This is an optimization exercise on Yosys and OpenROAD, whose aim is small area and a short achievable clock period, not a production implementation.
Function was not checked in any run shown here: the RTL went through the layout flow alone.

==> flow/design.v (outline; a module is shown in full before it is edited, if it fits) <==
// module bubble_sort: 3312 lines
module bubble_sort (
    input  logic         clk,
    input  logic         rst_n,
    input  logic         in_vld,
    input  logic [255:0] data_in,
    output logic         out_vld,
    output logic [255:0] data_o
);
  // ...
==> flow/run.sh <==
#!/bin/bash
# synth_recipe.tcl (not shown) runs the flow's synth.tcl, then flattens the netlist and writes it again
# the make line also repeats each setting of config.mk as NAME=value (left out here)
make -C /OpenROAD-flow-scripts/flow DESIGN_CONFIG=/design/flow/config.mk WORK_HOME=/design/flow/orfs CLKGATE_MAP_FILE= SYNTH_SCRIPT=/design/flow/synth_recipe.tcl finish
==> flow/config.mk <==
export PLATFORM = sky130hd
export DESIGN_NAME = bubble_sort
export DESIGN_NICKNAME = bubble_sort
export VERILOG_FILES = /design/flow/design.v
export SDC_FILE = /design/flow/constraint.sdc
export NUM_CORES = 4
export LEC_CHECK = 0
export CAP_MARGIN = 20
export CORE_MARGIN = 2
export CORE_UTILIZATION = 40
export SLEW_MARGIN = 20
==> flow/constraint.sdc <==
create_clock -name core_clock -period 45.0 [get_ports {clk}]
set_input_delay 9.0000 -clock core_clock [delete_from_list [all_inputs] [get_ports {clk}]]
set_output_delay 9.0000 -clock core_clock [all_outputs]
set_load 0.01 [all_outputs]
==> flow_metrics.tcl, run 1 <==
set metrics [dict create \
    wl_per_cell_um 23.8 \
    dr.pass1.iters 6 \
    synth_edf_count 0 \
    clkSinkCount 771 \
    signal_buffer_area_fraction_pct 8.06 \
    min_from "r1_0[11]" \
    synth_compound_area_share_pct 15.8 \
    worst-path-buf-inv 5 \
    die_area_mm2 0.154 \
    synth_top_area_share_pct 25.5 \
    cts_root_buf "clkbuf_16" \
    period_share_pct 32.8 \
    reg2reg_to "r1_10[11]" \
    core_area_mm2 0.150 \
    final_common_cell "mux2i_1" \
    clk_pin_slew_ns 0.06 \
    start_kind "register" \
    io_buffers 515 \
    cp-end-kind "register" \
    die_height_um 392 \
    relSlewSlack_pct 24.3 \
    crit_slowest_cell "a31oi_4" \
    synthCells 6956 \
    grt-ovfl-total 0 \
    worstHoldPathCells 0 \
    gp_congestion 1.05 \
    grtUsageMet1_pct 36.8 \
    layout_setup_ws_ns 30.23 \
    tns_ns 0 \
    critPathRequiredTime_ns 45.59 \
    cap_viol_max_count 0 \
    reg2regPathDepth 55 \
    synth_top_family_by_area "multiplexers" \
    grt_max_degree 62 \
    outcome "complete, no violations" \
    syn2layout_area_growth_pct 17.2 \
    met2_length_mm 101 \
    met1_length_mm 98.3 \
    rows 142 \
    ys.flop_type "dfxtp_1" \
]
==> run 2, diff against run 1 <==
--- a/flow/config.mk
+++ b/flow/config.mk
@@ -5,6 +5,7 @@
 export SDC_FILE = /design/flow/constraint.sdc
 export NUM_CORES = 4
 export LEC_CHECK = 0
+export ABC_CLOCK_PERIOD_IN_PS = 8000
 export CAP_MARGIN = 20
 export CORE_MARGIN = 2
 export CORE_UTILIZATION = 40
==> flow_metrics.tcl, run 2 <==
set metrics [dict create \
    cp.arrival_ns 15.36 \
    die_w_um 392 \
    final_common_cell "mux2i_1" \
    synthCells 6956 \
    dp_cells 9301 \
    rsz0062_at_grt "no" \
    ys_top_cells_by_count "1079 x mux2i_1, 898 x inv_1, 855 x ha_1, 768 x dfxtp_1, 586 x a21oi_1" \
    period_share_pct 32.8 \
    finalNonFillerCells 9460 \
    antenna_found_initial 7 \
    wl_per_cell_um 23.8 \
    tns_ns 0 \
    core_area_mm2 0.150 \
    drive_above_1_share_pct 7.16 \
    syn_nets 8070 \
    clkSinkCount 771 \
    layout_setup_ws_ns 30.23 \
    synth_top_area_cell "dfxtp_1" \
    grt_max_degree 62 \
    cp-end-kind "register" \
    critPathRequiredTime_ns 45.59 \
    ios 516 \
    crit_slowest_cell "a31oi_4" \
    start_kind "register" \
    n_antenna_cell 0 \
    synthXorXnorAreaFrac_pct 0 \
    crit_type "reg2reg" \
    synthAdderAreaFrac_pct 17.9 \
    num_vias 52900 \
    place_ws_ns 30.57 \
    ys_seq_area_share_pct 25.6 \
    hold_buffers 0 \
    cts_root_buf "clkbuf_16" \
    synthMuxAreaShare_pct 23.1 \
    drt_wl_total_mm 225 \
    htree_levels 3 \
    drtIter0Drc 3989 \
    ys_warn_count 1 \
    hold_violations 0 \
    synth_edf_count 0 \
    drv_slew 0 \
    grt_pass1_vias 50100 \
    rows 142 \
    start_util_pct 40.3 \
    cp_slowest_stage_delay_ns 0.94 \
    place_area_mm2 0.0676 \
    cts_tree "done" \
    clock_latency_ns 0.72 \
    hpwl_mm 194 \
    grt-ovfl-total 0 \
    synth_compound_area_share_pct 15.8 \
    synth.avg_cell_area_um2 8.67 \
    clk_pin_slew_ns 0.06 \
    synth.most_common_cell "mux2i_1" \
    die_height_um 392 \
    synth_seq_cells 771 \
    drc_errors 0 \
    synth_top_family_by_area "multiplexers" \
    final_cell_mix "1073 x mux2i_1, 898 x inv_1, 855 x ha_1" \
    synth_top_area_share_pct 25.5 \
    dr.pass1.iters 6 \
    synth_simple_gate_area_share_pct 10.2 \
    cp_common_cell "a21o_1" \
    ant_nets 0 \
    die_area_mm2 0.154 \
    tightest_slew_ns 1.10 \
    io_buffers 515 \
    min_path_type "reg2reg" \
    fin_nets 8490 \
    clock.fmax_mhz 67.7 \
    relSlewSlack_pct 24.3 \
    ys_top_cells_by_area "dfxtp_1 25%, mux2i_1 18%, ha_1 18%" \
    synth_area_mm2 0.0603 \
    gr-usage-all-layers_pct 28.4 \
    cts_resized 0 \
    clockBufferDepth 3 \
    gp_congestion 1.05 \
    final_area_mm2 0.0707 \
    crit_fanout 49 \
    setup_viol 0 \
    grt_pass1_wl_mm 322 \
    period_needed_ns 14.77 \
    cts_buffers 84 \
    vias_per_cell 5.59 \
    cap_viol_max_count 0 \
    async_flop_share_pct 0.389 \
    skew_ns 0.0392 \
    cts_setup_buffers 0 \
    yosysUniqueCellTypes 98 \
    outcome "complete, no violations" \
    ys.flop_type "dfxtp_1" \
    syn2layout_area_growth_pct 17.2 \
]
[run 2: cell counts after synthesis]
Identical to the previous run, type by type.
[run 2: final timing paths]
path | depth (start not counted) | start | slack, ns | endpoint
min reg2reg | 0 | r1_0[11] | 0.32 | r2_0[11]
max reg2reg | 55 | r0_3[9] | 30.23 | r1_10[11]
min in group asynchronous | 1 | rst_n | 8.48 | vld_q[0]
max | 55 | r0_3[9] | 30.23 | r1_10[11]
max in group asynchronous | 1 | rst_n | 36.38 | vld_q[2]
min | 0 | r1_0[11] | 0.32 | r2_0[11]
[run 2: critical path, delay by kind of cell (launching register included)]
family / cells / cell delay [ns]
AO/OA/AOI/OAI: 30 / 7.36
flip-flops: 1 / 0.32
AND/OR/NAND/NOR: 12 / 2.83
adder cells (fa/ha/maj): 5 / 1.62
buffers and inverters: 5 / 1.09
multiplexers: 3 / 1.40
[run 2: per-layer routing]
metal | part of all wire (%) | global-route usage [%] | vias to the layer above
li1 | - | - | 25600
met1 | 44 | 36.8 | 25000
met2 | 45 | 46.4 | 1835
met3 | 6.3 | 3.76 | 406
met4 | 4.9 | 13.3 | 2
met5 | 0.0071 | 0 | -
[run 2: cell type report]
cell class	count	area [um^2]
repair buffers	577	5700
clock buffers	109	2340
well taps	2016	2520
flip-flops and latches	771	15400
multi-input cells	5044	40700
fillers	14400	79100
inverters	898	3370
clock inverters	45	578
[run 2: cell families (layout without fill, tap and decap cells)]
logic type	after synthesis	after routing
AO/OA/AOI/OAI	1541	1541
adder cells (fa/ha/maj)	864	864
buffers and inverters	1141	1629
flip-flops	771	771
multiplexers	1357	1357
AND/OR/NAND/NOR	1282	1282
[run 2: metrics by stage]
stage          hold slack [ns]  utilization, %
3_3_place_gp             0.312            45.2
4_1_cts                  0.326            47.1
2_1_floorplan            0.310               -
6_report                 0.325            47.2
3_5_place_dp             0.314            45.2
5_1_grt                  0.328            47.2

-- re-timing with driven ports --
The results above use ideal ports. As a check the final layouts listed here were re-extracted and re-timed, cells and wires unchanged.
Step 1 assumes that a clkbuf_16 drives the clock port and a buf_2 every other input.
Step 2 also shifts input and output timing later by t, the mid clock arrival at the registers, as if the neighbouring blocks saw the same clock.
Three values: ideal, step 1, step 2; two values: the first two.
run	t (ns)	setup slack, ns	latest minus earliest clock arrival (ns)
run 1	0.782	30.229 / 30.229 / 30.229	0.039 / 0.039
run 2	0.782	30.229 / 30.229 / 30.229	0.039 / 0.039
After both steps setup and hold are still met in every run listed.
